Context: an optimization exercise on an open-source flow, tuned for small area, a short achievable clock period and few clock cycles. The choices shown serve that exercise and are no tape-out recipe.
Where RTL was checked, it was by simulation tests only, not by an equivalence proof against the original.
Power is estimated from default activity; no workload was simulated.

Design FPU, start of the top module:
module FPU(clk, rstn, ctl, x1, x2, y, ready, en);
    input clk, rstn;
    input [4:0] ctl;
    input [31:0] x1, x2;
    input en;
    output reg ready;
    output [31:0] y;
    wire op_add   = (ctl == 5'd0) | (ctl == 5'd1);
    wire op_mul   = (ctl == 5'd2) | (ctl == 5'd20);
    wire op_fhalf = (ctl == 5'd5);
    wire op_ftoi  = (ctl == 5'd6);
    wire op_itof  = (ctl == 5'd7);
    wire op_floor = (ctl == 5'd8);
    wire op_feq   = (ctl == 5'd9);
    wire op_fle   = (ctl == 5'd10);
    wire op_fabs  = (ctl == 5'd11);
    wire op_fneg  = (ctl == 5'd12);
    wire op_fless = (ctl == 5'd13);
    wire op_fmin  = (ctl == 5'd14);
    wire op_fmax  = (ctl == 5'd15);
    wire op_fisz  = (ctl == 5'd16);
    wire op_fisp  = (ctl == 5'd17);
    wire op_fisn  = (ctl == 5'd18);
    wire lt = (x1[30:0] <  x2[30:0]);
    wire eq = (x1[30:0] == x2[30:0]);
    wire [26:0] m_ra, m_rb;
    wire m_cin;
    wire [31:0] mb = ctl[4] ? x1 : x2;
    fmul_s1 u_mul1 (.a(x1[22:0]), .b(mb[22:0]), .ra(m_ra), .rb(m_rb), .cin(m_cin));
    wire [9:0] m_ye0 = x1[30:23] + mb[30:23] + 10'd129;
    wire m_zero = ~(|x1[30:23]) | ~(|mb[30:23]);
    wire m_inf  = (&x1[30:23]) | (&mb[30:23]);
    wire m_ys   = x1[31] ^ mb[31];
    wire [26:0] a_S;
    wire [24:0] a_R;
    wire [7:0]  a_le;
    wire a_effsub, a_bs, a_ls, a_near, a_spec;
    wire [31:0] a_spec_y;
    wire [31:0] tsh;
    wire [31:0] mx;
    fadd_s1 u_add1 (.x1(x1), .x2(x2), .sub(ctl[0]), .ge(~lt), .is_ftoi(ctl[2]), .mx(mx[30:0]),
                    .tsh(tsh), .S(a_S), .R(a_R), .le(a_le),
  ...
Settings: LEC_CHECK=0, ABC_AREA=1, CAP_MARGIN=20, CORE_MARGIN=2, CORE_UTILIZATION=40, SETUP_SLACK_MARGIN=3.5, SLEW_MARGIN=20; clock period 10.0 ns.
standard.sh (not shown) runs the stock make flow with config.mk's settings and CLKGATE_MAP_FILE= SYNTH_SCRIPT=/design/flow/synth_recipe.tcl, a recipe that flattens the netlist after the stock synthesis.
==> flow/flow/run.sh <==
#!/bin/bash
# The standard layout (standard.sh: ORFS synthesis to finish, same
# constraints and settings), with three changes to how it is made:
#  - ADDER_MAP_FILE empty: synthesis does not pre-map full and half adders
#    into adder cells before abc, so abc sees whole carry paths and keeps the
#    parallel-prefix adders instead of relaxing them into ripple chains;
#  - MATCH_CELL_FOOTPRINT=0: the resizer may swap a cell for any drive
#    strength of the same function (sky130hd's platform file limits it to
#    cells of the same footprint);
#  - the port buffers that buffer_ports puts on every input and output start
#    as buf_4 instead of a delay buffer.
# Registers, their names and cell types are those of the standard synthesis.
# The whole make output goes to make.log; ORFS's per-step logs stay under
# orfs/logs.
set -euo pipefail
bash standard.sh ADDER_MAP_FILE= MATCH_CELL_FOOTPRINT=0 \
    "BUFFER_PORTS_ARGS=-buffer_cell sky130_fd_sc_hd__buf_4" finish > make.log 2>&1
The baseline finished with timing, DRC and antenna clean.
Testbench counts at the start, summed over its fixed seeds: cycles 24,008.
Rerun with:
==> flow/flow/run.sh (replaced) <==
#!/bin/bash
# The standard layout (standard.sh: ORFS synthesis to finish, same
# constraints and settings), with two changes to how it is made:
#  - MATCH_CELL_FOOTPRINT=0: the resizer may swap a cell for any drive
#    strength of the same function (sky130hd's platform file limits it to
#    cells of the same footprint, so most gates cannot be upsized);
#  - the port buffers that buffer_ports puts on every input and output start
#    as buf_4 instead of a delay buffer.
# The whole make output goes to make.log; ORFS's per-step logs stay under
# orfs/logs.
set -euo pipefail
bash standard.sh MATCH_CELL_FOOTPRINT=0 \
    "BUFFER_PORTS_ARGS=-buffer_cell sky130_fd_sc_hd__buf_4" finish > make.log 2>&1
- ABC_AREA: 1 -> unset
- SETUP_SLACK_MARGIN: 3.5 -> 3
What happened: The changed run went through all stages and came out clean. Hold slack improved by 76 ps. Synthesized area goes down by 2.0%. Wire length goes down by 14%. Sequential power increases by 23%. Final cell count goes down by 25%.
Rerun with:
==> flow/flow/run.sh (replaced) <==
#!/bin/bash
# The standard layout (standard.sh: ORFS synthesis to finish, same
# constraints and settings), with three changes to how it is made:
#  - ADDER_MAP_FILE empty: synthesis does not pre-map full and half adders
#    into adder cells before abc, so abc sees whole carry paths and keeps the
#    parallel-prefix adders instead of relaxing them into ripple chains;
#  - MATCH_CELL_FOOTPRINT=0: the resizer may swap a cell for any drive
#    strength of the same function (sky130hd's platform file limits it to
#    cells of the same footprint);
#  - the port buffers that buffer_ports puts on every input and output start
#    as buf_4 instead of a delay buffer.
# Registers, their names and cell types are those of the standard synthesis.
# The whole make output goes to make.log; ORFS's per-step logs stay under
# orfs/logs.
set -euo pipefail
bash standard.sh ADDER_MAP_FILE= MATCH_CELL_FOOTPRINT=0 \
    "BUFFER_PORTS_ARGS=-buffer_cell sky130_fd_sc_hd__buf_4" finish > make.log 2>&1
- ABC_AREA: unset -> 1
Cell count goes up by 34%.
Non-clock buffer count fell by 121.
Routed wire length climbs by 16%.
Area after synthesis grows by 2.0%.
Die area climbs by 2.0%.
Synthesized cell count is higher by 42%.
Cell area came out lower by 4.0%.
Worst hold slack is worse by 73 ps.
Sequential power shrinks by 19%.
Global-route usage is higher by 4.5 points.
Rerun with:
--- a/flow/flow/run.sh
+++ b/flow/flow/run.sh
@@ -2,5 +2,6 @@
 # The standard layout (standard.sh: ORFS synthesis to finish, same
-# constraints and settings), with three changes to how it is made:
+# constraints; config.mk's settings, among them ABC_AREA 1, apply as usual),
+# with three changes to how it is made:
 #  - ADDER_MAP_FILE empty: synthesis does not pre-map full and half adders
-#    into adder cells before abc, so abc sees whole carry paths and keeps the
+#    into adder cells before abc, so abc maps whole carry paths and keeps the
 #    parallel-prefix adders instead of relaxing them into ripple chains;
- CORE_UTILIZATION: 40 -> 55
- SETUP_SLACK_MARGIN: 3 -> 4
- routed wire length drops by a few percent
- total power rises by a few percent
- via count increases by a few percent
- setup slack improves by 750 ps
- critical path depth came out lower by 10
- final area grows by a few percent
- global-route usage went up by 11 points
Rerun with:
- CORE_UTILIZATION: 55 -> 40
Result: Setup slack gains 21 ps; non-clock buffer count increases by 25; hold slack got worse by 29 ps; synthesized cell count stays the same; wire length came out higher by 5.5%; total power rose by about 5.4%; die area is higher by about 37%; first-iteration DRC count is lower by about 28%; area after synthesis is unchanged; final area grows by about 2.6%; count of clock-buffer cells in the layout does not change.

========
Another version of the RTL of FPU (not shown whole).
For scale: ~4,700 cells after synthesis, roughly 0.034 sq mm of cells after synthesis.
Design FPU, start of the top module:
module FPU(clk, rstn, ctl, x1, x2, y, ready, en);
    input clk, rstn;
    input [4:0] ctl;
    input [31:0] x1, x2;
    input en;
    output reg ready;
    output [31:0] y;
    wire op_add   = (ctl == 5'd0) | (ctl == 5'd1);
    wire op_mul   = (ctl == 5'd2) | (ctl == 5'd20);
    wire op_fhalf = (ctl == 5'd5);
    wire op_ftoi  = (ctl == 5'd6);
    wire op_itof  = (ctl == 5'd7);
    wire op_floor = (ctl == 5'd8);
    wire op_feq   = (ctl == 5'd9);
    wire op_fle   = (ctl == 5'd10);
    wire op_fabs  = (ctl == 5'd11);
    wire op_fneg  = (ctl == 5'd12);
    wire op_fless = (ctl == 5'd13);
    wire op_fmin  = (ctl == 5'd14);
    wire op_fmax  = (ctl == 5'd15);
    wire op_fisz  = (ctl == 5'd16);
    wire op_fisp  = (ctl == 5'd17);
    wire op_fisn  = (ctl == 5'd18);
    wire lt = (x1[30:0] <  x2[30:0]);
    wire eq = (x1[30:0] == x2[30:0]);
    wire [26:0] m_ra, m_rb;
    wire m_cin;
    wire [31:0] mb = ctl[4] ? x1 : x2;
  ...
Settings: LEC_CHECK=0, CAP_MARGIN=20, CORE_MARGIN=2, CORE_UTILIZATION=40, SETUP_SLACK_MARGIN=3.25, SLEW_MARGIN=20; clock period 10.0 ns.
==> flow/flow/run.sh <==
#!/bin/bash
# The standard layout (standard.sh: ORFS synthesis to finish, same
# constraints and settings), with two changes to how it is made:
#  - MATCH_CELL_FOOTPRINT=0: the resizer may swap a cell for any drive
#    strength of the same function (sky130hd's platform file limits it to
#    cells of the same footprint, so most gates cannot be upsized);
#  - the port buffers that buffer_ports puts on every input and output start
#    as buf_4 instead of a delay buffer.
# The whole make output goes to make.log; ORFS's per-step logs stay under
# orfs/logs.
set -euo pipefail
bash standard.sh MATCH_CELL_FOOTPRINT=0 \
    "BUFFER_PORTS_ARGS=-buffer_cell sky130_fd_sc_hd__buf_4" finish > make.log 2>&1
Then changed:
- CORE_UTILIZATION: 40 -> 55
- SETUP_SLACK_MARGIN: 3.25 -> 3
Worst hold slack gains 14 ps; area after synthesis is unchanged; count of clock-buffer cells in the layout climbs by 1; worst setup slack gains 65 ps; power climbs by 1.6%; die area drops by 27%.
Then changed:
--- a/flow/flow/run.sh
+++ b/flow/flow/run.sh
@@ -3 +3,5 @@
-# constraints and settings), with two changes to how it is made:
+# constraints; config.mk's settings, among them ABC_AREA 1, apply as usual),
+# with three changes to how it is made:
+#  - ADDER_MAP_FILE empty: synthesis does not pre-map full and half adders
+#    into adder cells before abc, so abc maps whole carry paths and keeps the
+#    parallel-prefix adders instead of relaxing them into ripple chains;
@@ -6 +10 @@
-#    cells of the same footprint, so most gates cannot be upsized);
+#    cells of the same footprint);
@@ -8,0 +13 @@
+# Registers, their names and cell types are those of the standard synthesis.
@@ -12 +17 @@
-bash standard.sh MATCH_CELL_FOOTPRINT=0 \
+bash standard.sh ADDER_MAP_FILE= MATCH_CELL_FOOTPRINT=0 \
- ABC_AREA: default -> 1
- CORE_UTILIZATION: 55 -> 40
- SETUP_SLACK_MARGIN: 3 -> 4
What happened: Routed wire length climbs by about a fifth; via count goes up by about a fifth; worst setup slack gains 1100 ps; total power went up by a little under a tenth; die area came out higher by well over a third; final cell count increases by well over a third; global-route usage drops by 6.7 points; cell area went up by a few percent.
Then changed:
==> flow/flow/run.sh (replaced) <==
#!/bin/bash
# The standard layout (standard.sh: ORFS synthesis to finish, same
# constraints and settings), with two changes to how it is made:
#  - MATCH_CELL_FOOTPRINT=0: the resizer may swap a cell for any drive
#    strength of the same function (sky130hd's platform file limits it to
#    cells of the same footprint, so most gates cannot be upsized);
#  - the port buffers that buffer_ports puts on every input and output start
#    as buf_4 instead of a delay buffer.
# The whole make output goes to make.log; ORFS's per-step logs stay under
# orfs/logs.
set -euo pipefail
bash standard.sh MATCH_CELL_FOOTPRINT=0 \
    "BUFFER_PORTS_ARGS=-buffer_cell sky130_fd_sc_hd__buf_4" finish > make.log 2>&1
- ABC_AREA: 1 -> default
- SETUP_SLACK_MARGIN: 4 -> 3.5
Effect: The new run completed with no timing, DRC or antenna violations; routed wire length is lower by 13%; utilization climbs by 1.5 points; clock power fell by 2.9%; power shrinks by 4.5%; non-clock buffer count came out higher by 83; via count is lower by about 17%; setup slack gets worse by 1300 ps; sequential share of layout area stays flat.
Function was not checked in any run of this note: the RTL went through the layout flow alone.

========
== the baseline ==
Starting RTL as in the previous note.
export LEC_CHECK = 0
export CAP_MARGIN = 5
export CORE_MARGIN = 2
export CORE_UTILIZATION = 40
export SETUP_SLACK_MARGIN = 3
export SLEW_MARGIN = 5
create_clock -name core_clock -period 10.0 [get_ports {clk}]
==> flow/flow/run.sh <==
#!/bin/bash
# The standard layout (standard.sh: ORFS synthesis to finish, same
# constraints and settings), with two changes to how it is made:
#  - MATCH_CELL_FOOTPRINT=0: the resizer may swap a cell for any drive
#    strength of the same function (sky130hd's platform file limits it to
#    cells of the same footprint, so most gates cannot be upsized);
#  - the port buffers that buffer_ports puts on every input and output start
#    as buf_4 instead of a delay buffer.
# The whole make output goes to make.log; ORFS's per-step logs stay under
# orfs/logs.
set -euo pipefail
bash standard.sh MATCH_CELL_FOOTPRINT=0 \
    "BUFFER_PORTS_ARGS=-buffer_cell sky130_fd_sc_hd__buf_4" finish > make.log 2>&1
The baseline went all the way through synthesis, placement and routing and the layout is clean on timing, DRC and antenna.
### the baseline -> the candidate
# the baseline
export LEC_CHECK = 0
export CAP_MARGIN = 5
export CORE_MARGIN = 2
export CORE_UTILIZATION = 40
export SETUP_SLACK_MARGIN = 3
export SLEW_MARGIN = 5
create_clock -name core_clock -period 10.0 [get_ports {clk}]
# the candidate
export LEC_CHECK = 0
export CAP_MARGIN = 20
export CORE_MARGIN = 2
export CORE_UTILIZATION = 40
export SETUP_SLACK_MARGIN = 3
export SLEW_MARGIN = 20
create_clock -name core_clock -period 10.0 [get_ports {clk}]
==> flow/flow/run.sh <==
#!/bin/bash
# The standard layout (standard.sh: ORFS synthesis to finish, same
# constraints and settings), with three changes to how it is made:
#  - ADDER_MAP_FILE empty: synthesis does not pre-map full and half adders
#    into adder cells before abc, so abc sees whole carry paths and keeps the
#    parallel-prefix adders instead of relaxing them into ripple chains;
#  - MATCH_CELL_FOOTPRINT=0: the resizer may swap a cell for any drive
#    strength of the same function (sky130hd's platform file limits it to
#    cells of the same footprint);
#  - the port buffers that buffer_ports puts on every input and output start
#    as buf_4 instead of a delay buffer.
# Registers, their names and cell types are those of the standard synthesis.
# The whole make output goes to make.log; ORFS's per-step logs stay under
# orfs/logs.
set -euo pipefail
bash standard.sh ADDER_MAP_FILE= MATCH_CELL_FOOTPRINT=0 \
    "BUFFER_PORTS_ARGS=-buffer_cell sky130_fd_sc_hd__buf_4" finish > make.log 2>&1
Findings:
The candidate closes out successfully: all stages finished, all timing, DRC and antenna checks passed.
Looking at xor/xnor share of the synthesized area across the baseline and the candidate, the one that comes out higher is the candidate.
Looking at fmax across both flows, the candidate is the stronger of the two, with the baseline trailing.
Compared with the baseline, in the candidate final-layout clock-cell area share neither gained nor lost much, reported leakage power lost 6.7%.
Minimum setup slack in the final design for the candidate: 0.24 ns up relative to the baseline
The candidate vs. the baseline: area after synthesis now sits higher, total of clock buffers placed in the layout now sits lower, wire length reported by the detailed router now sits higher, met1 track demand over resource now sits higher, weighted congestion at the end of routability-driven global placement now sits lower.
No functional check of the RTL was part of any run of this note.

========
FPU, a different RTL version from the one above (not shown whole).
Size in the first run: ~5100 cells after synthesis, ~170 flip-flops.
clock: 10.0 ns
lec_check: 0
cap_margin: 20
core_margin: 2
core_utilization: 40
setup_slack_margin: 2.5
slew_margin: 20
==> flow/flow/run.sh <==
#!/bin/bash
# The standard layout (standard.sh: ORFS synthesis to finish, same
# constraints and settings), with two changes to how it is made:
#  - MATCH_CELL_FOOTPRINT=0: the resizer may swap a cell for any drive
#    strength of the same function (sky130hd's platform file limits it to
#    cells of the same footprint, so most gates cannot be upsized);
#  - the port buffers that buffer_ports puts on every input and output start
#    as buf_4 instead of a delay buffer.
# The whole make output goes to make.log; ORFS's per-step logs stay under
# orfs/logs.
set -euo pipefail
bash standard.sh MATCH_CELL_FOOTPRINT=0 \
    "BUFFER_PORTS_ARGS=-buffer_cell sky130_fd_sc_hd__buf_4" finish > make.log 2>&1
The starting point finished clean.
Then changed:
==> flow/run.sh (new file) <==
#!/bin/bash
# synth_recipe.tcl (not shown) runs the flow's synth.tcl, then flattens the netlist and writes it again
# the make line also repeats each setting of config.mk as NAME=value (left out here)
make -C /OpenROAD-flow-scripts/flow DESIGN_CONFIG=/design/flow/config.mk WORK_HOME=/design/flow/orfs CLKGATE_MAP_FILE= SYNTH_SCRIPT=/design/flow/synth_recipe.tcl finish
removed: flow/flow/run.sh
removed: flow/standard.sh
The new run completed with no timing, DRC or antenna violations.
Non-clock buffer count rises by 81.
Setup slack degrades by 16 ps.
Power goes up by about 1.6%.
Routed wire length fell by about 1.7%.
Design area climbs by 2.0%.
Global-route usage came out lower by 0.79 points.
Function was not checked in any run of this note: the RTL went through the layout flow alone.

## static timing again, ports no longer ideal
The flow's constraints put no driver on any port. The routed layouts listed below were extracted and timed again, unchanged, in two steps.
Step 1 (the two cells are an assumption about what drives the block):
set clk [get_ports {clk}]
set_driving_cell -lib_cell sky130_fd_sc_hd__clkbuf_16 $clk
set_driving_cell -lib_cell sky130_fd_sc_hd__buf_2 [delete_from_list [all_inputs] $clk]
Step 2 times the ports against the registers' clock, not the clock port: input delays grow and output delays shrink by t, the midpoint of the rising clock arrivals with the driver on.
Three values: ideal, step 1, step 2; two values: the first two.
run	t, ns	setup WS [ns]	latest minus earliest clock arrival (ns)
the first run of note 1	0.569	3.573 / 3.613 / 3.044	0.023 / 0.024
the second run of note 1	0.510	2.883 / 2.881 / 2.378	0.022 / 0.022
the third run of note 1	0.558	3.143 / 3.183 / 2.624	0.037 / 0.037
the fourth run of note 1	0.552	3.898 / 3.825 / 3.411	0.038 / 0.037
the fifth run of note 1	0.565	3.919 / 3.855 / 3.455	0.038 / 0.038
the first run of note 2	0.535	2.777 / 2.721 / 2.432	0.038 / 0.038
the second run of note 2	0.509	2.842 / 2.812 / 2.335	0.026 / 0.026
the third run of note 2	0.554	3.955 / 3.882 / 3.507	0.033 / 0.033
the fourth run of note 2	0.529	2.633 / 2.569 / 2.415	0.020 / 0.020
the baseline	0.522	2.640 / 2.581 / 2.464	0.040 / 0.040
the candidate	0.546	2.878 / 2.817 / 2.600	0.018 / 0.019
the first run of note 4	0.538	2.515 / 2.447 / 2.036	0.025 / 0.025
the second run of note 4	0.519	2.499 / 2.484 / 2.026	0.019 / 0.018
After both steps every run listed still meets setup and hold. The setup slack of the first run of note 1, which loses most, moves by +0.040 ns with the drivers and by -0.529 ns with both steps.
